Background: an optimization exercise with open tools, aiming at small area and a short achievable clock period. Do not read the settings as production practice.
Function was checked by simulation only, so behaviour that the tests miss may differ from the original.
No activity file was given, so power comes from the tool's default toggle rates.

===== config.mk =====
export PLATFORM = sky130hd
export DESIGN_NAME = balance_cntrl
export DESIGN_NICKNAME = balance_cntrl
export VERILOG_FILES = /design/flow/design.v
export SDC_FILE = /design/flow/constraint.sdc
export NUM_CORES = 4
export LEC_CHECK = 0
export ABC_AREA = 1
export CAP_MARGIN = 20
export CORE_MARGIN = 2
export CORE_UTILIZATION = 40
export SLEW_MARGIN = 20

===== constraint.sdc =====
create_clock -name core_clock -period 35.0 [get_ports {clk}]
set_input_delay 7.0000 -clock core_clock [delete_from_list [all_inputs] [get_ports {clk}]]
set_output_delay 7.0000 -clock core_clock [all_outputs]
set_load 0.01 [all_outputs]

===== run.sh =====
#!/bin/bash
# synth_recipe.tcl (not shown) runs the flow's synth.tcl, then flattens the netlist and writes it again
# the make line also repeats each setting of config.mk as NAME=value (left out here)
make -C /OpenROAD-flow-scripts/flow DESIGN_CONFIG=/design/flow/config.mk WORK_HOME=/design/flow/orfs CLKGATE_MAP_FILE= SYNTH_SCRIPT=/design/flow/synth_recipe.tcl finish

===== design.v =====
module PID(
input clk, rst_n,
input pwr_up,
input logic [17:0] integrator_in,
output logic signed [17:0] integrator,
output logic [7:0] ss_tmr
);
logic [10:0] pre;
logic [10:0] pre_inc;
logic [7:0] ss_inc;
logic [11:0] pc;
logic [8:0] sc;
always_comb begin
  pc[0] = 1'b1;
  for (int k = 0; k < 11; k++) begin
    pre_inc[k] = pre[k] ^ pc[k];
    pc[k+1] = pc[k] & pre[k];
  end
  sc[0] = pc[11] & !(&ss_tmr);
  for (int k = 0; k < 8; k++) begin
    ss_inc[k] = ss_tmr[k] ^ sc[k];
    sc[k+1] = sc[k] & ss_tmr[k];
  end
end
always_ff @(posedge clk, negedge rst_n) begin
  if (!rst_n)
    integrator <= 18'h00000;
  else
    integrator <= integrator_in;
end
always_ff @(posedge clk, negedge rst_n) begin
  if (!rst_n) begin
    pre <= 11'h000;
    ss_tmr <= 8'h00;
  end else if (!pwr_up) begin
    pre <= 11'h000;
    ss_tmr <= 8'h00;
  end else begin
    pre <= pre_inc;
    ss_tmr <= ss_inc;
  end
end
endmodule
module SegwayMath(
input vld, pwr_up, rider_off,
input logic signed [15:0] ptch,
input logic signed [15:0] ptch_rt,
input logic [11:0] steer_pot,
input logic en_steer,
input logic signed [17:0] integrator,
input logic [7:0] ss_tmr,
output logic [17:0] integrator_in,
output logic signed [11:0] lft_spd,
output logic signed [11:0] rght_spd,
output logic too_fast
);
wire e_pos = !ptch[15] && |ptch[14:9];
wire e_neg = ptch[15] && !(&ptch[14:9]);
wire [9:0] e = e_pos ? 10'h1FF : e_neg ? 10'h200 : ptch[9:0];
wire [17:0] isum;
wire ov = (integrator[17] == e[9]) && (isum[17] != integrator[17]);
assign integrator_in = rider_off ? 18'h00000 : (vld && !ov) ? isum : integrator;
wire i_pos = !integrator[17] && |integrator[16:15];
wire i_neg = integrator[17] && !(&integrator[16:15]);
wire [14:0] I_term = i_pos ? 15'h3FFF : i_neg ? 15'h4000 : integrator[15:1];
wire [9:0] r = ptch_rt[15:6];
wire pot_hi = (&steer_pot[11:9]) && (|steer_pot[8:0]);
wire pot_lo = !(|steer_pot[11:9]);
wire [11:0] lim = pot_hi ? 12'hE00 : pot_lo ? 12'h200 : steer_pot;
wire [9:0] st3;
wire [9:0] st = en_steer ? st3 : 10'h000;
wire [15:0] PID_sum;
wire pos_sat = !PID_sum[15] && |PID_sum[14:11];
wire neg_sat = PID_sum[15] && !(&PID_sum[14:11]);
wire [11:0] X = pos_sat ? 12'h7FF : neg_sat ? 12'h800 : PID_sum[11:0];
wire [12:0] lt, rt;
wire [8:0] lap, lam, rap, ram;
wire l_hi, l_pos, l_sm, l_lo, l_fast, r_hi, r_pos, r_sm, r_lo, r_fast;
wire n1 = integrator[0] ^ e[0];
wire n2 = integrator[0] & e[0];
wire n3 = integrator[1] ^ e[1] ^ n2;
wire n4 = (integrator[1] & e[1]) | (integrator[1] & n2) | (e[1] & n2);
wire n5 = integrator[2] ^ e[2] ^ n4;
wire n6 = (integrator[2] & e[2]) | (integrator[2] & n4) | (e[2] & n4);
wire n7 = integrator[3] ^ e[3] ^ n6;
wire n8 = (integrator[3] & e[3]) | (integrator[3] & n6) | (e[3] & n6);
wire n9 = integrator[4] ^ e[4] ^ n8;
wire n10 = (integrator[4] & e[4]) | (integrator[4] & n8) | (e[4] & n8);
wire n11 = integrator[5] ^ e[5] ^ n10;
wire n12 = (integrator[5] & e[5]) | (integrator[5] & n10) | (e[5] & n10);
wire n13 = integrator[6] ^ e[6] ^ n12;
wire n14 = (integrator[6] & e[6]) | (integrator[6] & n12) | (e[6] & n12);
wire n15 = integrator[7] ^ e[7] ^ n14;
wire n16 = (integrator[7] & e[7]) | (integrator[7] & n14) | (e[7] & n14);
wire n17 = integrator[8] ^ e[8] ^ n16;
wire n18 = (integrator[8] & e[8]) | (integrator[8] & n16) | (e[8] & n16);
wire n19 = integrator[9] ^ e[9] ^ n18;
wire n20 = (integrator[9] & e[9]) | (integrator[9] & n18) | (e[9] & n18);
wire n21 = integrator[10] ^ e[9] ^ n20;
wire n22 = (integrator[10] & e[9]) | (integrator[10] & n20) | (e[9] & n20);
wire n23 = integrator[11] ^ e[9] ^ n22;
wire n24 = (integrator[11] & e[9]) | (integrator[11] & n22) | (e[9] & n22);
wire n25 = integrator[12] ^ e[9] ^ n24;
wire n26 = (integrator[12] & e[9]) | (integrator[12] & n24) | (e[9] & n24);
wire n27 = integrator[13] ^ e[9] ^ n26;
wire n28 = (integrator[13] & e[9]) | (integrator[13] & n26) | (e[9] & n26);
wire n29 = integrator[14] ^ e[9] ^ n28;
wire n30 = (integrator[14] & e[9]) | (integrator[14] & n28) | (e[9] & n28);
wire n31 = integrator[15] ^ e[9] ^ n30;
wire n32 = (integrator[15] & e[9]) | (integrator[15] & n30) | (e[9] & n30);
wire n33 = integrator[16] ^ e[9] ^ n32;
wire n34 = (integrator[16] & e[9]) | (integrator[16] & n32) | (e[9] & n32);
wire n35 = integrator[17] ^ e[9] ^ n34;
wire n36 = (integrator[17] & e[9]) | (integrator[17] & n34) | (e[9] & n34);
wire n37 = I_term[0] ^ e[0];
wire n38 = I_term[0] | e[0];
wire n39 = I_term[1] ^ e[1] ^ n38;
wire n40 = (I_term[1] & e[1]) | (I_term[1] & n38) | (e[1] & n38);
wire n41 = ~r[2];
wire n42 = I_term[2] ^ n41 ^ e[2];
wire n43 = (I_term[2] & n41) | (I_term[2] & e[2]) | (n41 & e[2]);
wire n44 = I_term[3] ^ e[3] ^ e[0];
wire n45 = (I_term[3] & e[3]) | (I_term[3] & e[0]) | (e[3] & e[0]);
wire n46 = ~r[3];
wire n47 = n46 ^ n43 ^ n44;
wire n48 = (n46 & n43) | (n46 & n44) | (n43 & n44);
wire n49 = I_term[4] ^ e[4] ^ e[1];
wire n50 = (I_term[4] & e[4]) | (I_term[4] & e[1]) | (e[4] & e[1]);
wire n51 = ~r[4];
wire n52 = n51 ^ n45 ^ n49;
wire n53 = (n51 & n45) | (n51 & n49) | (n45 & n49);
wire n54 = I_term[5] ^ e[5] ^ e[2];
wire n55 = (I_term[5] & e[5]) | (I_term[5] & e[2]) | (e[5] & e[2]);
wire n56 = ~r[5];
wire n57 = n56 ^ n50 ^ n54;
wire n58 = (n56 & n50) | (n56 & n54) | (n50 & n54);
wire n59 = I_term[6] ^ e[6] ^ e[3];
wire n60 = (I_term[6] & e[6]) | (I_term[6] & e[3]) | (e[6] & e[3]);
wire n61 = ~r[6];
wire n62 = n61 ^ n55 ^ n59;
wire n63 = (n61 & n55) | (n61 & n59) | (n55 & n59);
wire n64 = I_term[7] ^ e[7] ^ e[4];
wire n65 = (I_term[7] & e[7]) | (I_term[7] & e[4]) | (e[7] & e[4]);
wire n66 = ~r[7];
wire n67 = n66 ^ n60 ^ n64;
wire n68 = (n66 & n60) | (n66 & n64) | (n60 & n64);
wire n69 = I_term[8] ^ e[8] ^ e[5];
wire n70 = (I_term[8] & e[8]) | (I_term[8] & e[5]) | (e[8] & e[5]);
wire n71 = ~r[8];
wire n72 = n71 ^ n65 ^ n69;
wire n73 = (n71 & n65) | (n71 & n69) | (n65 & n69);
wire n74 = I_term[9] ^ r[9] ^ e[6];
wire n75 = (I_term[9] & r[9]) | (I_term[9] & e[6]) | (r[9] & e[6]);
wire n76 = ~e[9];
wire n77 = n76 ^ n70 ^ n74;
wire n78 = (n76 & n70) | (n76 & n74) | (n70 & n74);
wire n79 = I_term[10] ^ e[7];
wire n80 = I_term[10] | e[7];
wire n81 = ~n79;
wire n82 = n81 ^ n75 ^ n78;
wire n83 = (n81 & n75) | (n81 & n78) | (n75 & n78);
wire n84 = I_term[11] ^ e[8];
wire n85 = I_term[11] | e[8];
wire n86 = ~n84;
wire n87 = n80 ^ n86 ^ n83;
wire n88 = (n80 & n86) | (n80 & n83) | (n86 & n83);
wire n89 = ~e[9];
wire n90 = I_term[12] ^ n89 ^ n85;
wire n91 = (I_term[12] & n89) | (I_term[12] & n85) | (n89 & n85);
wire n92 = I_term[13] ^ n91;
wire n93 = I_term[13] | n91;
wire n94 = r[0] ^ n37;
wire n95 = ~r[0] & ~n37;
wire n96 = r[1] ^ n39;
wire n97 = ~r[1] & n39;
wire n98 = n40 ^ n42;
wire n99 = n40 & n42;
wire n100 = n48 ^ n52;
wire n101 = n48 & n52;
wire n102 = n53 ^ n57;
wire n103 = n53 & n57;
wire n104 = n58 ^ n62;
wire n105 = n58 & n62;
wire n106 = n63 ^ n67;
wire n107 = n63 & n67;
wire n108 = n68 ^ n72;
wire n109 = n68 & n72;
wire n110 = n73 ^ n77;
wire n111 = n73 & n77;
wire n112 = n88 ^ n90;
wire n113 = n88 & n90;
wire n114 = I_term[14] ^ n93;
wire n115 = ~I_term[14] & n93;
wire n116 = n98 & n97;
wire n117 = n99 | n116;
wire n118 = n98 & ~n96;
wire n119 = n100 & n47;
wire n120 = n104 & n103;
wire n121 = n105 | n120;
wire n122 = n104 & n102;
wire n123 = n108 & n107;
wire n124 = n109 | n123;
wire n125 = n108 & n106;
wire n126 = n82 & n111;
wire n127 = n82 & n110;
wire n128 = n112 & n87;
wire n129 = ~n114 & ~n92;
wire n130 = ~n96 & n95;
wire n131 = n97 | n130;
wire n132 = n118 & n95;
wire n133 = n117 | n132;
wire n134 = n102 & n101;
wire n135 = n103 | n134;
wire n136 = n102 & n119;
wire n137 = n122 & n101;
wire n138 = n121 | n137;
wire n139 = n122 & n119;
wire n140 = n110 & n124;
wire n141 = n111 | n140;
wire n142 = n110 & n125;
wire n143 = n127 & n124;
wire n144 = n126 | n143;
wire n145 = n127 & n125;
wire n146 = ~n92 & n113;
wire n147 = ~n92 & n128;
wire n148 = n129 & n113;
wire n149 = n115 | n148;
wire n150 = n129 & n128;
wire n151 = n47 & n133;
wire n152 = n119 & n133;
wire n153 = n101 | n152;
wire n154 = n136 & n133;
wire n155 = n135 | n154;
wire n156 = n139 & n133;
wire n157 = n138 | n156;
wire n158 = n87 & n144;
wire n159 = n87 & n145;
wire n160 = n128 & n144;
wire n161 = n113 | n160;
wire n162 = n128 & n145;
wire n163 = n147 & n144;
wire n164 = n146 | n163;
wire n165 = n147 & n145;
wire n166 = n150 & n144;
wire n167 = n149 | n166;
wire n168 = n150 & n145;
wire n169 = n106 & n157;
wire n170 = n107 | n169;
wire n171 = n125 & n157;
wire n172 = n124 | n171;
wire n173 = n142 & n157;
wire n174 = n141 | n173;
wire n175 = n145 & n157;
wire n176 = n144 | n175;
wire n177 = n159 & n157;
wire n178 = n158 | n177;
wire n179 = n162 & n157;
wire n180 = n161 | n179;
wire n181 = n165 & n157;
wire n182 = n164 | n181;
wire n183 = n168 & n157;
wire n184 = n167 | n183;
wire n185 = n96 ^ n95;
wire n186 = n98 ^ n131;
wire n187 = n47 ^ n133;
wire n188 = n100 ^ n151;
wire n189 = n102 ^ n153;
wire n190 = n104 ^ n155;
wire n191 = n106 ^ n157;
wire n192 = n108 ^ n170;
wire n193 = n110 ^ n172;
wire n194 = n82 ^ n174;
wire n195 = n87 ^ n176;
wire n196 = n112 ^ n178;
wire n197 = n92 ^ n180;
wire n198 = n114 ^ n182;
wire n199 = ~(ss_tmr[0] & X[0]);
wire n200 = ~(ss_tmr[0] & X[1]);
wire n201 = ~(ss_tmr[0] & X[2]);
wire n202 = ~(ss_tmr[0] & X[3]);
wire n203 = ~(ss_tmr[0] & X[4]);
wire n204 = ~(ss_tmr[0] & X[5]);
wire n205 = ~(ss_tmr[0] & X[6]);
wire n206 = ~(ss_tmr[0] & X[7]);
wire n207 = ~(ss_tmr[0] & X[8]);
wire n208 = ~(ss_tmr[0] & X[9]);
wire n209 = ~(ss_tmr[0] & X[10]);
wire n210 = ~(ss_tmr[0] & X[11]);
wire n211 = ~(ss_tmr[1] & X[0]);
wire n212 = ~(ss_tmr[1] & X[1]);
wire n213 = ~(ss_tmr[1] & X[2]);
wire n214 = ~(ss_tmr[1] & X[3]);
wire n215 = ~(ss_tmr[1] & X[4]);
wire n216 = ~(ss_tmr[1] & X[5]);
wire n217 = ~(ss_tmr[1] & X[6]);
wire n218 = ~(ss_tmr[1] & X[7]);
wire n219 = ~(ss_tmr[1] & X[8]);
wire n220 = ~(ss_tmr[1] & X[9]);
wire n221 = ~(ss_tmr[1] & X[10]);
wire n222 = ~(ss_tmr[1] & X[11]);
wire n223 = ~(ss_tmr[2] & X[0]);
wire n224 = ~(ss_tmr[2] & X[1]);
wire n225 = ~(ss_tmr[2] & X[2]);
wire n226 = ~(ss_tmr[2] & X[3]);
wire n227 = ~(ss_tmr[2] & X[4]);
wire n228 = ~(ss_tmr[2] & X[5]);
wire n229 = ~(ss_tmr[2] & X[6]);
wire n230 = ~(ss_tmr[2] & X[7]);
wire n231 = ~(ss_tmr[2] & X[8]);
wire n232 = ~(ss_tmr[2] & X[9]);
wire n233 = ~(ss_tmr[2] & X[10]);
wire n234 = ~(ss_tmr[2] & X[11]);
wire n235 = ~(ss_tmr[3] & X[0]);
wire n236 = ~(ss_tmr[3] & X[1]);
wire n237 = ~(ss_tmr[3] & X[2]);
wire n238 = ~(ss_tmr[3] & X[3]);
wire n239 = ~(ss_tmr[3] & X[4]);
wire n240 = ~(ss_tmr[3] & X[5]);
wire n241 = ~(ss_tmr[3] & X[6]);
wire n242 = ~(ss_tmr[3] & X[7]);
wire n243 = ~(ss_tmr[3] & X[8]);
wire n244 = ~(ss_tmr[3] & X[9]);
wire n245 = ~(ss_tmr[3] & X[10]);
wire n246 = ~(ss_tmr[3] & X[11]);
wire n247 = ~(ss_tmr[4] & X[0]);
wire n248 = ~(ss_tmr[4] & X[1]);
wire n249 = ~(ss_tmr[4] & X[2]);
wire n250 = ~(ss_tmr[4] & X[3]);
wire n251 = ~(ss_tmr[4] & X[4]);
wire n252 = ~(ss_tmr[4] & X[5]);
wire n253 = ~(ss_tmr[4] & X[6]);
wire n254 = ~(ss_tmr[4] & X[7]);
wire n255 = ~(ss_tmr[4] & X[8]);
wire n256 = ~(ss_tmr[4] & X[9]);
wire n257 = ~(ss_tmr[4] & X[10]);
wire n258 = ~(ss_tmr[4] & X[11]);
wire n259 = ~(ss_tmr[5] & X[0]);
wire n260 = ~(ss_tmr[5] & X[1]);
wire n261 = ~(ss_tmr[5] & X[2]);
wire n262 = ~(ss_tmr[5] & X[3]);
wire n263 = ~(ss_tmr[5] & X[4]);
wire n264 = ~(ss_tmr[5] & X[5]);
wire n265 = ~(ss_tmr[5] & X[6]);
wire n266 = ~(ss_tmr[5] & X[7]);
wire n267 = ~(ss_tmr[5] & X[8]);
wire n268 = ~(ss_tmr[5] & X[9]);
wire n269 = ~(ss_tmr[5] & X[10]);
wire n270 = ~(ss_tmr[5] & X[11]);
wire n271 = ~(ss_tmr[6] & X[0]);
wire n272 = ~(ss_tmr[6] & X[1]);
wire n273 = ~(ss_tmr[6] & X[2]);
wire n274 = ~(ss_tmr[6] & X[3]);
wire n275 = ~(ss_tmr[6] & X[4]);
wire n276 = ~(ss_tmr[6] & X[5]);
wire n277 = ~(ss_tmr[6] & X[6]);
wire n278 = ~(ss_tmr[6] & X[7]);
wire n279 = ~(ss_tmr[6] & X[8]);
wire n280 = ~(ss_tmr[6] & X[9]);
wire n281 = ~(ss_tmr[6] & X[10]);
wire n282 = ~(ss_tmr[6] & X[11]);
wire n283 = ~(ss_tmr[7] & X[0]);
wire n284 = ~(ss_tmr[7] & X[1]);
wire n285 = ~(ss_tmr[7] & X[2]);
wire n286 = ~(ss_tmr[7] & X[3]);
wire n287 = ~(ss_tmr[7] & X[4]);
wire n288 = ~(ss_tmr[7] & X[5]);
wire n289 = ~(ss_tmr[7] & X[6]);
wire n290 = ~(ss_tmr[7] & X[7]);
wire n291 = ~(ss_tmr[7] & X[8]);
wire n292 = ~(ss_tmr[7] & X[9]);
wire n293 = ~(ss_tmr[7] & X[10]);
wire n294 = ~(ss_tmr[7] & X[11]);
wire n295 = n201 ^ n212 ^ n223;
wire n296 = (n201 & n212) | (n201 & n223) | (n212 & n223);
wire n297 = n202 ^ n213 ^ n224;
wire n298 = (n202 & n213) | (n202 & n224) | (n213 & n224);
wire n299 = n235 ^ n296 ^ n297;
wire n300 = (n235 & n296) | (n235 & n297) | (n296 & n297);
wire n301 = n203 ^ n214 ^ n225;
wire n302 = (n203 & n214) | (n203 & n225) | (n214 & n225);
wire n303 = n236 ^ n247 ^ n298;
wire n304 = (n236 & n247) | (n236 & n298) | (n247 & n298);
wire n305 = n301 ^ n300 ^ n303;
wire n306 = (n301 & n300) | (n301 & n303) | (n300 & n303);
wire n307 = n204 ^ n215 ^ n226;
wire n308 = (n204 & n215) | (n204 & n226) | (n215 & n226);
wire n309 = n237 ^ n248 ^ n259;
wire n310 = (n237 & n248) | (n237 & n259) | (n248 & n259);
wire n311 = n302 ^ n307 ^ n309;
wire n312 = (n302 & n307) | (n302 & n309) | (n307 & n309);
wire n313 = n304 ^ n311 ^ n306;
wire n314 = (n304 & n311) | (n304 & n306) | (n311 & n306);
wire n315 = n205 ^ n216 ^ n227;
wire n316 = (n205 & n216) | (n205 & n227) | (n216 & n227);
wire n317 = n238 ^ n249 ^ n260;
wire n318 = (n238 & n249) | (n238 & n260) | (n249 & n260);
wire n319 = n271 ^ n308 ^ n310;
wire n320 = (n271 & n308) | (n271 & n310) | (n308 & n310);
wire n321 = n315 ^ n317 ^ n312;
wire n322 = (n315 & n317) | (n315 & n312) | (n317 & n312);
wire n323 = n319 ^ n321 ^ n314;
wire n324 = (n319 & n321) | (n319 & n314) | (n321 & n314);
wire n325 = n206 ^ n217 ^ n228;
wire n326 = (n206 & n217) | (n206 & n228) | (n217 & n228);
wire n327 = n239 ^ n250 ^ n261;
wire n328 = (n239 & n250) | (n239 & n261) | (n250 & n261);
wire n329 = n272 ^ n283 ^ n316;
wire n330 = (n272 & n283) | (n272 & n316) | (n283 & n316);
wire n331 = n318 ^ n325 ^ n327;
wire n332 = (n318 & n325) | (n318 & n327) | (n325 & n327);
wire n333 = n320 ^ n329 ^ n331;
wire n334 = (n320 & n329) | (n320 & n331) | (n329 & n331);
wire n335 = n322 ^ n333 ^ n324;
wire n336 = (n322 & n333) | (n322 & n324) | (n333 & n324);
wire n337 = n200 ^ n211;
wire n338 = ~n200 & ~n211;
wire n339 = ~n295 & n338;
wire n340 = ~n295 & n337;
wire n341 = ~n305 & ~n299;
wire n342 = ~n323 & ~n313;
wire n343 = n342 & n341;
wire n344 = n343 & n339;
wire n345 = ~n335 & n344;
wire n346 = lim[1] & lim[0];
wire n347 = lim[2] & n346;
wire n348 = lim[3] & n347;
wire n349 = lim[4] & n348;
wire n350 = lim[5] & n349;
wire n351 = lim[6] & n350;
wire n352 = lim[7] & n351;
wire n353 = lim[8] & n352;
wire n354 = lim[9] & n353;
wire n355 = lim[10] & n354;
wire n356 = lim[11] & n355;
wire n357 = lim[1] ^ lim[0];
wire n358 = lim[2] ^ n346;
wire n359 = lim[3] ^ n347;
wire n360 = lim[4] ^ n348;
wire n361 = lim[5] ^ n349;
wire n362 = lim[6] ^ n350;
wire n363 = lim[7] ^ n351;
wire n364 = lim[8] ^ n352;
wire n365 = lim[9] ^ n353;
wire n366 = lim[10] ^ n354;
wire n367 = lim[11] ^ n355;
wire n368 = n359 ^ n360;
wire n369 = n359 & n360;
wire n370 = n360 ^ n361;
wire n371 = n360 & n361;
wire n372 = n361 ^ n362;
wire n373 = n361 & n362;
wire n374 = n362 ^ n363;
wire n375 = n362 & n363;
wire n376 = n363 ^ n364;
wire n377 = n363 & n364;
wire n378 = n364 ^ n365;
wire n379 = n364 & n365;
wire n380 = n365 ^ n366;
wire n381 = n365 & n366;
wire n382 = n366 ^ n367;
wire n383 = n366 & ~n367;
wire n384 = n367 ^ n367;
wire n385 = ~n367 & ~n367;
wire n386 = n367 ^ n367;
wire n387 = ~n367 & ~n367;
wire n388 = n370 & n369;
wire n389 = n371 | n388;
wire n390 = n372 & n389;
wire n391 = n373 | n390;
wire n392 = n374 & n391;
wire n393 = n375 | n392;
wire n394 = n376 & n393;
wire n395 = n377 | n394;
wire n396 = n378 & n395;
wire n397 = n379 | n396;
wire n398 = n380 & n397;
wire n399 = n381 | n398;
wire n400 = ~n382 & n399;
wire n401 = n383 | n400;
wire n402 = n384 & n401;
wire n403 = n385 | n402;
wire n404 = n386 & n403;
wire n405 = n387 | n404;
wire n406 = n370 ^ n369;
wire n407 = n372 ^ n389;
wire n408 = n374 ^ n391;
wire n409 = n376 ^ n393;
wire n410 = n378 ^ n395;
wire n411 = n380 ^ n397;
wire n412 = n382 ^ n399;
wire n413 = n384 ^ n401;
wire n414 = n386 ^ n403;
wire n415 = n207 ^ n218 ^ n229;
wire n416 = (n207 & n218) | (n207 & n229) | (n218 & n229);
wire n417 = n240 ^ n251 ^ n262;
wire n418 = (n240 & n251) | (n240 & n262) | (n251 & n262);
wire n419 = n273 ^ n284 ^ n326;
wire n420 = (n273 & n284) | (n273 & n326) | (n284 & n326);
wire n421 = ~st[0];
wire n422 = n421 ^ n328 ^ n415;
wire n423 = (n421 & n328) | (n421 & n415) | (n328 & n415);
wire n424 = n417 ^ n330 ^ n332;
wire n425 = (n417 & n330) | (n417 & n332) | (n330 & n332);
wire n426 = n419 ^ n422 ^ n334;
wire n427 = (n419 & n422) | (n419 & n334) | (n422 & n334);
wire n428 = n424 ^ n426 ^ n336;
wire n429 = (n424 & n426) | (n424 & n336) | (n426 & n336);
wire n430 = n208 ^ n219 ^ n230;
wire n431 = (n208 & n219) | (n208 & n230) | (n219 & n230);
wire n432 = n241 ^ n252 ^ n263;
wire n433 = (n241 & n252) | (n241 & n263) | (n252 & n263);
wire n434 = n274 ^ n285 ^ n416;
wire n435 = (n274 & n285) | (n274 & n416) | (n285 & n416);
wire n436 = ~st[1];
wire n437 = n436 ^ n418 ^ n430;
wire n438 = (n436 & n418) | (n436 & n430) | (n418 & n430);
wire n439 = n432 ^ n420 ^ n423;
wire n440 = (n432 & n420) | (n432 & n423) | (n420 & n423);
wire n441 = n434 ^ n437 ^ n425;
wire n442 = (n434 & n437) | (n434 & n425) | (n437 & n425);
wire n443 = n439 ^ n427 ^ n441;
wire n444 = (n439 & n427) | (n439 & n441) | (n427 & n441);
wire n445 = n209 ^ n220 ^ n231;
wire n446 = (n209 & n220) | (n209 & n231) | (n220 & n231);
wire n447 = n242 ^ n253 ^ n264;
wire n448 = (n242 & n253) | (n242 & n264) | (n253 & n264);
wire n449 = n275 ^ n286 ^ n431;
wire n450 = (n275 & n286) | (n275 & n431) | (n286 & n431);
wire n451 = ~st[2];
wire n452 = n451 ^ n433 ^ n445;
wire n453 = (n451 & n433) | (n451 & n445) | (n433 & n445);
wire n454 = n447 ^ n435 ^ n438;
wire n455 = (n447 & n435) | (n447 & n438) | (n435 & n438);
wire n456 = n449 ^ n452 ^ n440;
wire n457 = (n449 & n452) | (n449 & n440) | (n452 & n440);
wire n458 = n454 ^ n442 ^ n456;
wire n459 = (n454 & n442) | (n454 & n456) | (n442 & n456);
wire n460 = n210 ^ n221;
wire n461 = n210 | ~n221;
wire n462 = n232 ^ n243 ^ n254;
wire n463 = (n232 & n243) | (n232 & n254) | (n243 & n254);
wire n464 = n265 ^ n276 ^ n287;
wire n465 = (n265 & n276) | (n265 & n287) | (n276 & n287);
wire n466 = ~n446;
wire n467 = n460 ^ st[3] ^ n466;
wire n468 = (n460 & st[3]) | (n460 & n466) | (st[3] & n466);
wire n469 = n448 ^ n462 ^ n464;
wire n470 = (n448 & n462) | (n448 & n464) | (n462 & n464);
wire n471 = n450 ^ n453 ^ n469;
wire n472 = (n450 & n453) | (n450 & n469) | (n453 & n469);
wire n473 = ~n467;
wire n474 = n473 ^ n455 ^ n471;
wire n475 = (n473 & n455) | (n473 & n471) | (n455 & n471);
wire n476 = n457 ^ n474 ^ n459;
wire n477 = (n457 & n474) | (n457 & n459) | (n474 & n459);
wire n478 = ~n222;
wire n479 = n478 ^ n233 ^ n244;
wire n480 = (n478 & n233) | (n478 & n244) | (n233 & n244);
wire n481 = n255 ^ n266 ^ n277;
wire n482 = (n255 & n266) | (n255 & n277) | (n266 & n277);
wire n483 = n288 ^ n463 ^ n465;
wire n484 = (n288 & n463) | (n288 & n465) | (n463 & n465);
wire n485 = ~n481;
wire n486 = n461 ^ st[4] ^ n485;
wire n487 = (n461 & st[4]) | (n461 & n485) | (st[4] & n485);
wire n488 = n479 ^ n470 ^ n483;
wire n489 = (n479 & n470) | (n479 & n483) | (n470 & n483);
wire n490 = ~n472;
wire n491 = n468 ^ n486 ^ n490;
wire n492 = (n468 & n486) | (n468 & n490) | (n486 & n490);
wire n493 = ~n491;
wire n494 = n488 ^ n475 ^ n493;
wire n495 = (n488 & n475) | (n488 & n493) | (n475 & n493);
wire n496 = ~n234;
wire n497 = n496 ^ n245 ^ n256;
wire n498 = (n496 & n245) | (n496 & n256) | (n245 & n256);
wire n499 = n267 ^ n278 ^ n289;
wire n500 = (n267 & n278) | (n267 & n289) | (n278 & n289);
wire n501 = ~st[5];
wire n502 = n501 ^ n482 ^ n499;
wire n503 = (n501 & n482) | (n501 & n499) | (n482 & n499);
wire n504 = n480 ^ n497 ^ n484;
wire n505 = (n480 & n497) | (n480 & n484) | (n497 & n484);
wire n506 = n502 ^ n489 ^ n504;
wire n507 = (n502 & n489) | (n502 & n504) | (n489 & n504);
wire n508 = ~n506;
wire n509 = n487 ^ n508 ^ n492;
wire n510 = (n487 & n508) | (n487 & n492) | (n508 & n492);
wire n511 = ~n246;
wire n512 = n511 ^ n257 ^ n268;
wire n513 = (n511 & n257) | (n511 & n268) | (n257 & n268);
wire n514 = n279 ^ n290 ^ n500;
wire n515 = (n279 & n290) | (n279 & n500) | (n290 & n500);
wire n516 = ~st[6];
wire n517 = n516 ^ n498 ^ n512;
wire n518 = (n516 & n498) | (n516 & n512) | (n498 & n512);
wire n519 = n503 ^ n514 ^ n517;
wire n520 = (n503 & n514) | (n503 & n517) | (n514 & n517);
wire n521 = n505 ^ n519 ^ n507;
wire n522 = (n505 & n519) | (n505 & n507) | (n519 & n507);
wire n523 = ~n258;
wire n524 = n523 ^ n269 ^ n280;
wire n525 = (n523 & n269) | (n523 & n280) | (n269 & n280);
wire n526 = n291 ^ n513 ^ n524;
wire n527 = (n291 & n513) | (n291 & n524) | (n513 & n524);
wire n528 = ~st[7];
wire n529 = n528 ^ n515 ^ n518;
wire n530 = (n528 & n515) | (n528 & n518) | (n515 & n518);
wire n531 = n526 ^ n520 ^ n529;
wire n532 = (n526 & n520) | (n526 & n529) | (n520 & n529);
wire n533 = ~n270;
wire n534 = n533 ^ n281 ^ n292;
wire n535 = (n533 & n281) | (n533 & n292) | (n281 & n292);
wire n536 = ~st[8];
wire n537 = n536 ^ n525 ^ n534;
wire n538 = (n536 & n525) | (n536 & n534) | (n525 & n534);
wire n539 = n527 ^ n537 ^ n530;
wire n540 = (n527 & n537) | (n527 & n530) | (n537 & n530);
wire n541 = n282 ^ n293;
wire n542 = n282 | ~n293;
wire n543 = ~n541;
wire n544 = n543 ^ st[9] ^ n535;
wire n545 = (n543 & st[9]) | (n543 & n535) | (st[9] & n535);
wire n546 = n538 ^ n544 ^ n540;
wire n547 = (n538 & n544) | (n538 & n540) | (n544 & n540);
wire n548 = n294 ^ n542;
wire n549 = n294 | n542;
wire n550 = n548 ^ n545 ^ n547;
wire n551 = (n548 & n545) | (n548 & n547) | (n545 & n547);
wire n552 = n345 ^ n428;
wire n553 = n345 & ~n428;
wire n554 = n429 ^ n443;
wire n555 = ~n429 & ~n443;
wire n556 = n444 ^ n458;
wire n557 = ~n444 & ~n458;
wire n558 = n477 ^ n494;
wire n559 = ~n477 & ~n494;
wire n560 = n495 ^ n509;
wire n561 = ~n495 & n509;
wire n562 = n510 ^ n521;
wire n563 = n510 & ~n521;
wire n564 = n522 ^ n531;
wire n565 = ~n522 & ~n531;
wire n566 = n532 ^ n539;
wire n567 = ~n532 & ~n539;
wire n568 = n549 ^ n551;
wire n569 = n549 & ~n551;
wire n570 = n554 & n553;
wire n571 = n555 | n570;
wire n572 = n556 & n571;
wire n573 = n557 | n572;
wire n574 = ~n476 & n573;
wire n575 = n558 & n574;
wire n576 = n559 | n575;
wire n577 = ~n560 & n576;
wire n578 = n561 | n577;
wire n579 = ~n562 & n578;
wire n580 = n563 | n579;
wire n581 = n564 & n580;
wire n582 = n565 | n581;
wire n583 = n566 & n582;
wire n584 = n567 | n583;
wire n585 = ~n546 & n584;
wire n586 = ~n550 & n585;
wire n587 = ~n568 & n586;
wire n588 = n569 | n587;
wire n589 = n554 ^ n553;
wire n590 = n556 ^ n571;
wire n591 = n476 ^ n573;
wire n592 = n558 ^ n574;
wire n593 = n560 ^ n576;
wire n594 = n562 ^ n578;
wire n595 = n564 ^ n580;
wire n596 = n566 ^ n582;
wire n597 = n546 ^ n584;
wire n598 = n550 ^ n585;
wire n599 = n568 ^ n586;
wire n600 = lt[4] & lt[3];
wire n601 = ~lt[5] & n600;
wire n602 = lt[5] | n601;
wire n603 = lt[6] & n602;
wire n604 = ~lt[7] & n603;
wire n605 = lt[7] | n604;
wire n606 = lt[8] & n605;
wire n607 = lt[9] & n606;
wire n608 = lt[10] & n607;
wire n609 = lt[11] & n608;
wire n610 = lt[4] ^ lt[3];
wire n611 = lt[5] ^ n600;
wire n612 = lt[6] ^ n602;
wire n613 = lt[7] ^ n603;
wire n614 = lt[8] ^ n605;
wire n615 = lt[9] ^ n606;
wire n616 = lt[10] ^ n607;
wire n617 = lt[11] ^ n608;
wire n618 = ~lt[4] & lt[3];
wire n619 = lt[4] | n618;
wire n620 = lt[5] & n619;
wire n621 = ~lt[6] & n620;
wire n622 = lt[6] | n621;
wire n623 = lt[7] & n622;
wire n624 = ~lt[8] & n623;
wire n625 = lt[8] | n624;
wire n626 = ~lt[9] & n625;
wire n627 = lt[9] | n626;
wire n628 = ~lt[10] & n627;
wire n629 = lt[10] | n628;
wire n630 = ~lt[11] & n629;
wire n631 = lt[11] | n630;
wire n632 = lt[4] ^ lt[3];
wire n633 = lt[5] ^ n619;
wire n634 = lt[6] ^ n620;
wire n635 = lt[7] ^ n622;
wire n636 = lt[8] ^ n623;
wire n637 = lt[9] ^ n625;
wire n638 = lt[10] ^ n627;
wire n639 = lt[11] ^ n629;
wire n640 = (lt[9] & (lt[8] & (lt[7] | (lt[6] & (lt[5] | (lt[4] & lt[3]))))));
wire n641 = (lt[6] | (lt[5] & (lt[4] | (lt[3] & (lt[2] | (lt[1] & lt[0]))))));
wire n642 = (lt[7] & (lt[6] & (lt[5] | (lt[4] & (lt[3] | (lt[2] & lt[1]))))));
wire n643 = (lt[9] | (lt[8] | (lt[7] & (lt[6] | (lt[5] & (lt[4] | lt[3]))))));
wire n644 = (lt[6] & (lt[5] | (lt[4] & (lt[3] & (lt[2] | (lt[1] | lt[0]))))));
wire n645 = n207 ^ n218;
wire n646 = ~n207 | ~n218;
wire n647 = n229 ^ n240 ^ n251;
wire n648 = (n229 & n240) | (n229 & n251) | (n240 & n251);
wire n649 = n262 ^ n273 ^ n284;
wire n650 = (n262 & n273) | (n262 & n284) | (n273 & n284);
wire n651 = n645 ^ st[0] ^ n326;
wire n652 = (n645 & st[0]) | (n645 & n326) | (st[0] & n326);
wire n653 = n328 ^ n647 ^ n649;
wire n654 = (n328 & n647) | (n328 & n649) | (n647 & n649);
wire n655 = n330 ^ n332 ^ n651;
wire n656 = (n330 & n332) | (n330 & n651) | (n332 & n651);
wire n657 = n653 ^ n334 ^ n655;
wire n658 = (n653 & n334) | (n653 & n655) | (n334 & n655);
wire n659 = ~n345;
wire n660 = n657 ^ n336 ^ n659;
wire n661 = (n657 & n336) | (n657 & n659) | (n336 & n659);
wire n662 = n208 ^ n219 ^ n230;
wire n663 = (n208 & n219) | (n208 & n230) | (n219 & n230);
wire n664 = n241 ^ n252 ^ n263;
wire n665 = (n241 & n252) | (n241 & n263) | (n252 & n263);
wire n666 = n274 ^ n285 ^ st[1];
wire n667 = (n274 & n285) | (n274 & st[1]) | (n285 & st[1]);
wire n668 = ~n646;
wire n669 = n668 ^ n648 ^ n650;
wire n670 = (n668 & n648) | (n668 & n650) | (n648 & n650);
wire n671 = n662 ^ n664 ^ n666;
wire n672 = (n662 & n664) | (n662 & n666) | (n664 & n666);
wire n673 = n652 ^ n654 ^ n669;
wire n674 = (n652 & n654) | (n652 & n669) | (n654 & n669);
wire n675 = n671 ^ n656 ^ n673;
wire n676 = (n671 & n656) | (n671 & n673) | (n656 & n673);
wire n677 = n658 ^ n675 ^ n661;
wire n678 = (n658 & n675) | (n658 & n661) | (n675 & n661);
wire n679 = n209 ^ n220 ^ n231;
wire n680 = (n209 & n220) | (n209 & n231) | (n220 & n231);
wire n681 = n242 ^ n253 ^ n264;
wire n682 = (n242 & n253) | (n242 & n264) | (n253 & n264);
wire n683 = n275 ^ n286 ^ st[2];
wire n684 = (n275 & n286) | (n275 & st[2]) | (n286 & st[2]);
wire n685 = n663 ^ n665 ^ n679;
wire n686 = (n663 & n665) | (n663 & n679) | (n665 & n679);
wire n687 = n681 ^ n667 ^ n683;
wire n688 = (n681 & n667) | (n681 & n683) | (n667 & n683);
wire n689 = n670 ^ n685 ^ n672;
wire n690 = (n670 & n685) | (n670 & n672) | (n685 & n672);
wire n691 = n687 ^ n674 ^ n689;
wire n692 = (n687 & n674) | (n687 & n689) | (n674 & n689);
wire n693 = n676 ^ n691 ^ n678;
wire n694 = (n676 & n691) | (n676 & n678) | (n691 & n678);
wire n695 = n210 ^ n221;
wire n696 = n210 | ~n221;
wire n697 = n232 ^ n243 ^ n254;
wire n698 = (n232 & n243) | (n232 & n254) | (n243 & n254);
wire n699 = n265 ^ n276 ^ n287;
wire n700 = (n265 & n276) | (n265 & n287) | (n276 & n287);
wire n701 = ~n695;
wire n702 = n701 ^ st[3] ^ n680;
wire n703 = (n701 & st[3]) | (n701 & n680) | (st[3] & n680);
wire n704 = n682 ^ n697 ^ n699;
wire n705 = (n682 & n697) | (n682 & n699) | (n697 & n699);
wire n706 = n684 ^ n686 ^ n702;
wire n707 = (n684 & n686) | (n684 & n702) | (n686 & n702);
wire n708 = n704 ^ n688 ^ n706;
wire n709 = (n704 & n688) | (n704 & n706) | (n688 & n706);
wire n710 = n690 ^ n708 ^ n692;
wire n711 = (n690 & n708) | (n690 & n692) | (n708 & n692);
wire n712 = ~n222;
wire n713 = n712 ^ n233 ^ n244;
wire n714 = (n712 & n233) | (n712 & n244) | (n233 & n244);
wire n715 = n255 ^ n266 ^ n277;
wire n716 = (n255 & n266) | (n255 & n277) | (n266 & n277);
wire n717 = n288 ^ st[4] ^ n698;
wire n718 = (n288 & st[4]) | (n288 & n698) | (st[4] & n698);
wire n719 = ~n696;
wire n720 = n719 ^ n700 ^ n715;
wire n721 = (n719 & n700) | (n719 & n715) | (n700 & n715);
wire n722 = n713 ^ n703 ^ n705;
wire n723 = (n713 & n703) | (n713 & n705) | (n703 & n705);
wire n724 = n717 ^ n720 ^ n707;
wire n725 = (n717 & n720) | (n717 & n707) | (n720 & n707);
wire n726 = n722 ^ n709 ^ n724;
wire n727 = (n722 & n709) | (n722 & n724) | (n709 & n724);
wire n728 = ~n234;
wire n729 = n728 ^ n245 ^ n256;
wire n730 = (n728 & n245) | (n728 & n256) | (n245 & n256);
wire n731 = n267 ^ n278 ^ n289;
wire n732 = (n267 & n278) | (n267 & n289) | (n278 & n289);
wire n733 = st[5] ^ n716 ^ n731;
wire n734 = (st[5] & n716) | (st[5] & n731) | (n716 & n731);
wire n735 = n714 ^ n729 ^ n718;
wire n736 = (n714 & n729) | (n714 & n718) | (n729 & n718);
wire n737 = n721 ^ n733 ^ n723;
wire n738 = (n721 & n733) | (n721 & n723) | (n733 & n723);
wire n739 = n735 ^ n725 ^ n737;
wire n740 = (n735 & n725) | (n735 & n737) | (n725 & n737);
wire n741 = ~n246;
wire n742 = n741 ^ n257 ^ n268;
wire n743 = (n741 & n257) | (n741 & n268) | (n257 & n268);
wire n744 = n279 ^ n290 ^ st[6];
wire n745 = (n279 & n290) | (n279 & st[6]) | (n290 & st[6]);
wire n746 = n732 ^ n730 ^ n742;
wire n747 = (n732 & n730) | (n732 & n742) | (n730 & n742);
wire n748 = n744 ^ n734 ^ n746;
wire n749 = (n744 & n734) | (n744 & n746) | (n734 & n746);
wire n750 = n736 ^ n748 ^ n738;
wire n751 = (n736 & n748) | (n736 & n738) | (n748 & n738);
wire n752 = ~n258;
wire n753 = n752 ^ n269 ^ n280;
wire n754 = (n752 & n269) | (n752 & n280) | (n269 & n280);
wire n755 = n291 ^ st[7] ^ n743;
wire n756 = (n291 & st[7]) | (n291 & n743) | (st[7] & n743);
wire n757 = n753 ^ n745 ^ n747;
wire n758 = (n753 & n745) | (n753 & n747) | (n745 & n747);
wire n759 = n755 ^ n749 ^ n757;
wire n760 = (n755 & n749) | (n755 & n757) | (n749 & n757);
wire n761 = ~n270;
wire n762 = n761 ^ n281 ^ n292;
wire n763 = (n761 & n281) | (n761 & n292) | (n281 & n292);
wire n764 = st[8] ^ n754 ^ n762;
wire n765 = (st[8] & n754) | (st[8] & n762) | (n754 & n762);
wire n766 = n756 ^ n764 ^ n758;
wire n767 = (n756 & n764) | (n756 & n758) | (n764 & n758);
wire n768 = n282 ^ n293;
wire n769 = n282 | ~n293;
wire n770 = ~n763;
wire n771 = n768 ^ st[9] ^ n770;
wire n772 = (n768 & st[9]) | (n768 & n770) | (st[9] & n770);
wire n773 = ~n771;
wire n774 = n765 ^ n773 ^ n767;
wire n775 = (n765 & n773) | (n765 & n767) | (n773 & n767);
wire n776 = n294 ^ n769;
wire n777 = n294 | n769;
wire n778 = ~n772;
wire n779 = n776 ^ n778 ^ n775;
wire n780 = (n776 & n778) | (n776 & n775) | (n778 & n775);
wire n781 = n694 ^ n710;
wire n782 = ~n694 & ~n710;
wire n783 = n711 ^ n726;
wire n784 = ~n711 & ~n726;
wire n785 = n727 ^ n739;
wire n786 = ~n727 & ~n739;
wire n787 = n740 ^ n750;
wire n788 = ~n740 & ~n750;
wire n789 = n751 ^ n759;
wire n790 = ~n751 & ~n759;
wire n791 = n760 ^ n766;
wire n792 = ~n760 & ~n766;
wire n793 = n777 ^ n780;
wire n794 = n777 & ~n780;
wire n795 = n783 & n782;
wire n796 = n784 | n795;
wire n797 = n785 & n796;
wire n798 = n786 | n797;
wire n799 = n787 & n798;
wire n800 = n788 | n799;
wire n801 = n789 & n800;
wire n802 = n790 | n801;
wire n803 = n791 & n802;
wire n804 = n792 | n803;
wire n805 = ~n774 & n804;
wire n806 = ~n779 & n805;
wire n807 = ~n793 & n806;
wire n808 = n794 | n807;
wire n809 = n783 ^ n782;
wire n810 = n785 ^ n796;
wire n811 = n787 ^ n798;
wire n812 = n789 ^ n800;
wire n813 = n791 ^ n802;
wire n814 = n774 ^ n804;
wire n815 = n779 ^ n805;
wire n816 = n793 ^ n806;
wire n817 = rt[4] & rt[3];
wire n818 = ~rt[5] & n817;
wire n819 = rt[5] | n818;
wire n820 = rt[6] & n819;
wire n821 = ~rt[7] & n820;
wire n822 = rt[7] | n821;
wire n823 = rt[8] & n822;
wire n824 = rt[9] & n823;
wire n825 = rt[10] & n824;
wire n826 = rt[11] & n825;
wire n827 = rt[4] ^ rt[3];
wire n828 = rt[5] ^ n817;
wire n829 = rt[6] ^ n819;
wire n830 = rt[7] ^ n820;
wire n831 = rt[8] ^ n822;
wire n832 = rt[9] ^ n823;
wire n833 = rt[10] ^ n824;
wire n834 = rt[11] ^ n825;
wire n835 = ~rt[4] & rt[3];
wire n836 = rt[4] | n835;
wire n837 = rt[5] & n836;
wire n838 = ~rt[6] & n837;
wire n839 = rt[6] | n838;
wire n840 = rt[7] & n839;
wire n841 = ~rt[8] & n840;
wire n842 = rt[8] | n841;
wire n843 = ~rt[9] & n842;
wire n844 = rt[9] | n843;
wire n845 = ~rt[10] & n844;
wire n846 = rt[10] | n845;
wire n847 = ~rt[11] & n846;
wire n848 = rt[11] | n847;
wire n849 = rt[4] ^ rt[3];
wire n850 = rt[5] ^ n836;
wire n851 = rt[6] ^ n837;
wire n852 = rt[7] ^ n839;
wire n853 = rt[8] ^ n840;
wire n854 = rt[9] ^ n842;
wire n855 = rt[10] ^ n844;
wire n856 = rt[11] ^ n846;
wire n857 = (rt[9] & (rt[8] & (rt[7] | (rt[6] & (rt[5] | (rt[4] & rt[3]))))));
wire n858 = (rt[6] | (rt[5] & (rt[4] | (rt[3] & (rt[2] | (rt[1] & rt[0]))))));
wire n859 = (rt[7] & (rt[6] & (rt[5] | (rt[4] & (rt[3] | (rt[2] & rt[1]))))));
wire n860 = (rt[9] | (rt[8] | (rt[7] & (rt[6] | (rt[5] & (rt[4] | rt[3]))))));
wire n861 = (rt[6] & (rt[5] | (rt[4] & (rt[3] & (rt[2] | (rt[1] | rt[0]))))));
assign isum[0] = n1;
assign isum[1] = n3;
assign isum[2] = n5;
assign isum[3] = n7;
assign isum[4] = n9;
assign isum[5] = n11;
assign isum[6] = n13;
assign isum[7] = n15;
assign isum[8] = n17;
assign isum[9] = n19;
assign isum[10] = n21;
assign isum[11] = n23;
assign isum[12] = n25;
assign isum[13] = n27;
assign isum[14] = n29;
assign isum[15] = n31;
assign isum[16] = n33;
assign isum[17] = n35;
assign PID_sum[0] = n94;
assign PID_sum[1] = ~n185;
assign PID_sum[2] = n186;
assign PID_sum[3] = n187;
assign PID_sum[4] = n188;
assign PID_sum[5] = n189;
assign PID_sum[6] = n190;
assign PID_sum[7] = n191;
assign PID_sum[8] = n192;
assign PID_sum[9] = n193;
assign PID_sum[10] = n194;
assign PID_sum[11] = n195;
assign PID_sum[12] = n196;
assign PID_sum[13] = ~n197;
assign PID_sum[14] = ~n198;
assign PID_sum[15] = ~n184;
assign st3[0] = n368;
assign st3[1] = n406;
assign st3[2] = n407;
assign st3[3] = n408;
assign st3[4] = n409;
assign st3[5] = n410;
assign st3[6] = n411;
assign st3[7] = ~n412;
assign st3[8] = n413;
assign st3[9] = n414;
assign lt[0] = ~n552;
assign lt[1] = n589;
assign lt[2] = n590;
assign lt[3] = ~n591;
assign lt[4] = n592;
assign lt[5] = ~n593;
assign lt[6] = ~n594;
assign lt[7] = n595;
assign lt[8] = n596;
assign lt[9] = ~n597;
assign lt[10] = ~n598;
assign lt[11] = ~n599;
assign lt[12] = ~n588;
assign lap[0] = ~lt[3];
assign lam[0] = ~lt[3];
assign lap[1] = n610;
assign lam[1] = ~n632;
assign lap[2] = ~n611;
assign lam[2] = n633;
assign lap[3] = n612;
assign lam[3] = ~n634;
assign lap[4] = ~n613;
assign lam[4] = n635;
assign lap[5] = n614;
assign lam[5] = ~n636;
assign lap[6] = n615;
assign lam[6] = ~n637;
assign lap[7] = n616;
assign lam[7] = ~n638;
assign lap[8] = n617;
assign lam[8] = ~n639;
assign l_hi = (lt[11] | (lt[10] & n640));
assign l_pos = (lt[11] | (lt[10] | (lt[9] | (lt[8] | (lt[7] | n641)))));
assign l_sm = (lt[11] & (lt[10] & (lt[9] & (lt[8] & n642))));
assign l_lo = (lt[11] & (lt[10] | n643));
assign l_fast = (lt[11] | (lt[10] & (lt[9] | (lt[8] & (lt[7] | n644)))));
assign rt[0] = ~n660;
assign rt[1] = ~n677;
assign rt[2] = ~n693;
assign rt[3] = n781;
assign rt[4] = n809;
assign rt[5] = n810;
assign rt[6] = n811;
assign rt[7] = n812;
assign rt[8] = n813;
assign rt[9] = ~n814;
assign rt[10] = ~n815;
assign rt[11] = ~n816;
assign rt[12] = ~n808;
assign rap[0] = ~rt[3];
assign ram[0] = ~rt[3];
assign rap[1] = n827;
assign ram[1] = ~n849;
assign rap[2] = ~n828;
assign ram[2] = n850;
assign rap[3] = n829;
assign ram[3] = ~n851;
assign rap[4] = ~n830;
assign ram[4] = n852;
assign rap[5] = n831;
assign ram[5] = ~n853;
assign rap[6] = n832;
assign ram[6] = ~n854;
assign rap[7] = n833;
assign ram[7] = ~n855;
assign rap[8] = n834;
assign ram[8] = ~n856;
assign r_hi = (rt[11] | (rt[10] & n857));
assign r_pos = (rt[11] | (rt[10] | (rt[9] | (rt[8] | (rt[7] | n858)))));
assign r_sm = (rt[11] & (rt[10] & (rt[9] & (rt[8] & n859))));
assign r_lo = (rt[11] & (rt[10] | n860));
assign r_fast = (rt[11] | (rt[10] & (rt[9] | (rt[8] & (rt[7] | n861)))));
wire [11:0] l_y = !lt[12] ? (l_hi ? 12'h7FF : l_pos ? {lap, lt[2:0]} : {lt[9:0], 2'b00})
                          : (l_sm ? {lt[9:0], 2'b00} : l_lo ? {lam, lt[2:0]} : 12'h800);
wire [11:0] r_y = !rt[12] ? (r_hi ? 12'h7FF : r_pos ? {rap, rt[2:0]} : {rt[9:0], 2'b00})
                          : (r_sm ? {rt[9:0], 2'b00} : r_lo ? {ram, rt[2:0]} : 12'h800);
assign lft_spd = pwr_up ? l_y : 12'h000;
assign rght_spd = pwr_up ? r_y : 12'h000;
assign too_fast = pwr_up && ((!lt[12] && l_fast) || (!rt[12] && r_fast));
endmodule
module balance_cntrl
# (parameter fast_sim=1)
(
input clk, rst_n,
input vld, pwr_up, rider_off,
input logic signed [15:0] ptch,
input logic signed [15:0] ptch_rt,
input logic [11:0] steer_pot,
input logic en_steer,
output logic signed [11:0] lft_spd,
output logic signed [11:0] rght_spd,
output logic too_fast
);
logic signed [17:0] integrator;
logic [17:0] integrator_in;
logic [7:0] ss_tmr;
PID PID_balance (.clk(clk), .rst_n(rst_n), .pwr_up(pwr_up), .integrator_in(integrator_in),
                 .integrator(integrator), .ss_tmr(ss_tmr));
SegwayMath SegwayMath_balance (.vld(vld), .pwr_up(pwr_up), .rider_off(rider_off), .ptch(ptch),
                 .ptch_rt(ptch_rt), .steer_pot(steer_pot), .en_steer(en_steer),
                 .integrator(integrator), .ss_tmr(ss_tmr), .integrator_in(integrator_in),
                 .lft_spd(lft_spd), .rght_spd(rght_spd), .too_fast(too_fast));
endmodule

==> summary.md <==
| Metric | Value |
|---|---|
| Number of antenna violations at the first check in global routing | 0 |
| Htree depth | 2 |
| Final setup fails | 0 |
| Stages on the worst setup path | 56 |
| Full die area | 24,200 sq um |
| CP most frequent cell | fa_1 |
| Worst path bufs/invs | 15 |
| Cell family with most CP delay | adder cells |
| Area contributors post-synth | fa_1 (38%), inv_1 (13%), ha_1 (11%) |
| Worst vdd ir | 46.4 uV |
| Unique masters post-synth | 43 |
| Worst path max stage delay | 0.75 ns |
| Fin crit period | 27.91 ns |
| Most frequent cells in the layout | inv_1 (330), nand2_1 (180), fa_1 (175) |
| Hold Vio Cnt, Final | 0 |
| Die W | 156 microns |
| Switching Share | 0.561 |
| Post_cts resized | 0 |
| Via-per-instance ratio | 4.81 |
| Clock Path Buffers | 2 |
| Period utilisation layout | 0.797 |
| Post-Syn Area | 9190 sq um |
| Register area share after synthesis | 0.101 |
| CTS Buf Count | 5 |
| Vias | 7,129 |
| Post-synth top area cell | fa_1 |
| Pre-CTS setup slack | 6.97 ns |
| Yosys reg bits | 37 |
| Height of the chip | 156 microns |
| Most used DFF post-synth | dfrtp_1 |
| Clock Sinks | 37 |
| Commonest non-fill, non-tap cell in the layout | inv_1 |
| Syn_nets | 1,448 |
| Initial Util | 0.407 |
| Worst hold start | PID_balance.pre[0] |
| Root Driver | clkbuf_16 |
| Clock power share | 0.082 |
| Hold buffers post-CTS | 0 |
| Top Ports | 75 |
| Fin util | 0.455 |
| Worst Setup Start Kind | primary input |
| Post-synth EDFFs | 0 |
| Compound-cell area share of the yosys netlist | 0.0929 |
| Multi-input gate area | 6890 sq um |
| Clock skew | 0.00674 ns |
| Ys Warns | 1 |
| Req. time, crit path | 28.00 ns |
| CP max stage cell | clkdlybuf4s50_1 |
| Area growth syn-to-layout | 11.8% |
| Max_cap viols | 0 |
| Buffers on Ports | 68 |
| Mean area per synthesized cell | 8.05 sq um |
| Combinational share of power | 0.831 |
| Post-synth top area share | 0.381 |
| CTS tree | yes |
| Final net count | 1,502 |
| Tot GR Track Use | 0.180 |
| Gp weighted congestion | 0.860 |
| Mux share of post-synthesis cell area | 0 |
| Crit Path Max Fanout | 13 |
| Congestion Overflow GR | 0 |
| Hold depth | 1 |
| Vias in the first global route | 7,512 |
| # diodes | 0 |
| Setup slack after layout | 7.09 ns |
| Register area | 926 sq um |
| Core area | 22,600 sq um |
| Post-synthesis instance total | 1,141 |
| Critical path origin | ptch[15] |
| Layout cell share with drive strength beyond 1 | 0.0418 |
| DP HPWL | 17.5 mm |
| F_max | 35.8 MHz |
| Rel. slew slack | 0.418 |
| Reg power frac | 0.087 |
| RSZ-0062 raised after global routing | no |
| Final wirelength | 20.3 mm |
| Area share of fa/ha/maj cells after synthesis | 0.493 |
| Switch Pwr | 0.312 mW |
| Largest net degree at the start of global routing | 38 |
| R2R depth | 28 |
| Iter 0 DRT Violations | 433 |
| Routed len/inst | 13.7 microns |
| Worst-Margin Slew | 0.873 ns |
| Status | complete, no violations |
| First-pass GRT wire length | 35.6 mm |
| FP Rows | 55 |
| Final setup TNS | 0 ns |
| Worst Hold Class | reg -> reg |
| Ys async rst share | 1.00 |
| XOR/XNOR Fraction of Synth Area | 0.00858 |
| Critical Path AT | 20.91 ns |
| Post-synthesis simple-gate area fraction | 0.156 |
| Reg clk slew, reported paths | 0.06 ns |
| Pint | 0.245 mW |
| Max-slew violation count | 0 |
| DR pass1 iterations | 5 |
| Worst-Skew Late Latency | 0.28 ns |
| Crit end category | output port |
| # Post-CTS Setup Buffers | 0 |
| Post-route ant nets | 0 |
| Filler cells | 2,263 |
| RR Startpoint | PID_balance.integrator[0] |
| Largest family of logic cells by synthesized area | adder cells |
| Power per cell area | 54.2 nW/um^2 |
| CP Class | in -> out |
| Drt drc | 0 |
| Leakage | 5.35 nW |
final timing paths:
path                                              endpoint  slack, ns
worst min register to register          PID_balance.pre[0]       0.44
min in group asynchronous       PID_balance.integrator[12]       6.84
worst min-delay path                    PID_balance.pre[0]       0.44
worst max register to register  PID_balance.integrator[12]      27.59
max in group asynchronous        PID_balance.integrator[3]      27.62
worst max-delay path                            lft_spd[3]       7.09
cell usage after synthesis (11+ instances only):
cell	n
a21oi_1	51
a31oi_1	11
clkbuf_1	15
dfrtp_1	37
fa_1	175
ha_1	82
inv_1	330
nand2_1	180
nand2_2	12
nand3_1	20
nor2_1	62
nor3_1	22
o21ai_0	51
o22ai_1	11
or2_2	12
worst reg2reg max path: cells and delay by family, from the launching register on:
family	cells	cell delay [ns]
and+or+nand+nor	5	0.79
buffers and inverters	5	0.53
adders and majority gates	15	5.19
AOI/OAI and AO/OA	3	0.45
DFF	1	0.35
area by class of cell:
class                      instances  share of cell area
clock buffer                       6              0.0135
clock inverter                     2             0.00134
inverter                         336               0.123
multi-input combinational        746               0.671
sequential                        37              0.0901
tap                              285              0.0347
timing repair buffer              69              0.0665
power groups by stage:
stage / clock [mW] / combinational [mW] / sequential, mW
after floorplan: 0 / 0.340 / 0.0487
after global placement: 0 / 0.456 / 0.0491
after detailed placement: 0 / 0.460 / 0.0493
after CTS: 0.0470 / 0.464 / 0.0485
after global routing: 0.0487 / 0.529 / 0.0490
final: 0.0458 / 0.463 / 0.0484
kinds of logic after synthesis:
group,count (synthesis)
simple gates,329
xor+xnor,9
buf+inv,358
fa+ha+maj,257
compound gates,151
flops,37
metal layers:
layer | global-route usage | vias up | share of wire | wire [microns]
met5 | 0 | - | 0 | 0
met4 | 0.0162 | 0 | 0.0040 | 82
met2 | 0.322 | 150 | 0.49 | 9910
li1 | - | 3521 | - | -
met3 | 0.0144 | 6 | 0.038 | 766
met1 | 0.249 | 3452 | 0.47 | 9570
registers in the layout, indices dropped and copies added (netlist names):
signal                  flops
PID_balance.ss_tmr          8
PID_balance.pre            11
PID_balance.integrator     18
per-stage QoR:
| step | hold WS, ns | total power, mW | cell area [sq um] | std cells |
|---|---|---|---|---|
| after CTS | 0.446 | 0.560 | 10300 | 1481 |
| after detailed placement | 0.434 | 0.510 | 10100 | 1473 |
| after global routing | 0.461 | 0.626 | 10300 | 1481 |
| after floorplan | 0.410 | 0.388 | 9190 | 1141 |
| final | 0.441 | 0.557 | 10300 | 1481 |
| after global placement | 0.423 | 0.506 | 10100 | 1473 |

-- separate check: timing with driven ports --
No port has a modelled driver above. Below, the same layout with a new extraction and two added sets of constraints. Step 1 (the two cells are an assumption about what drives the block):
set clk [get_ports {clk}]
set_driving_cell -lib_cell sky130_fd_sc_hd__clkbuf_16 $clk
set_driving_cell -lib_cell sky130_fd_sc_hd__buf_2 [delete_from_list [all_inputs] $clk]
Step 2 adds t to the input delays and takes it off the output delays; t is the mean of the earliest and latest rising clock arrival at the registers after step 1. Input paths then give back, and output paths get back, about the clock's delay inside the block. Three values: ideal ports, drivers, drivers and shift; two values: the first two.
shift t [ns]: 0.309
slack for setup (ns): 7.094 / 7.072 / 7.072
worst data-port slew with drivers (ns): 0.04
After both steps this run still meets setup and hold. The setup slack of this run moves by -0.022 ns with the drivers and by -0.022 ns with both steps.
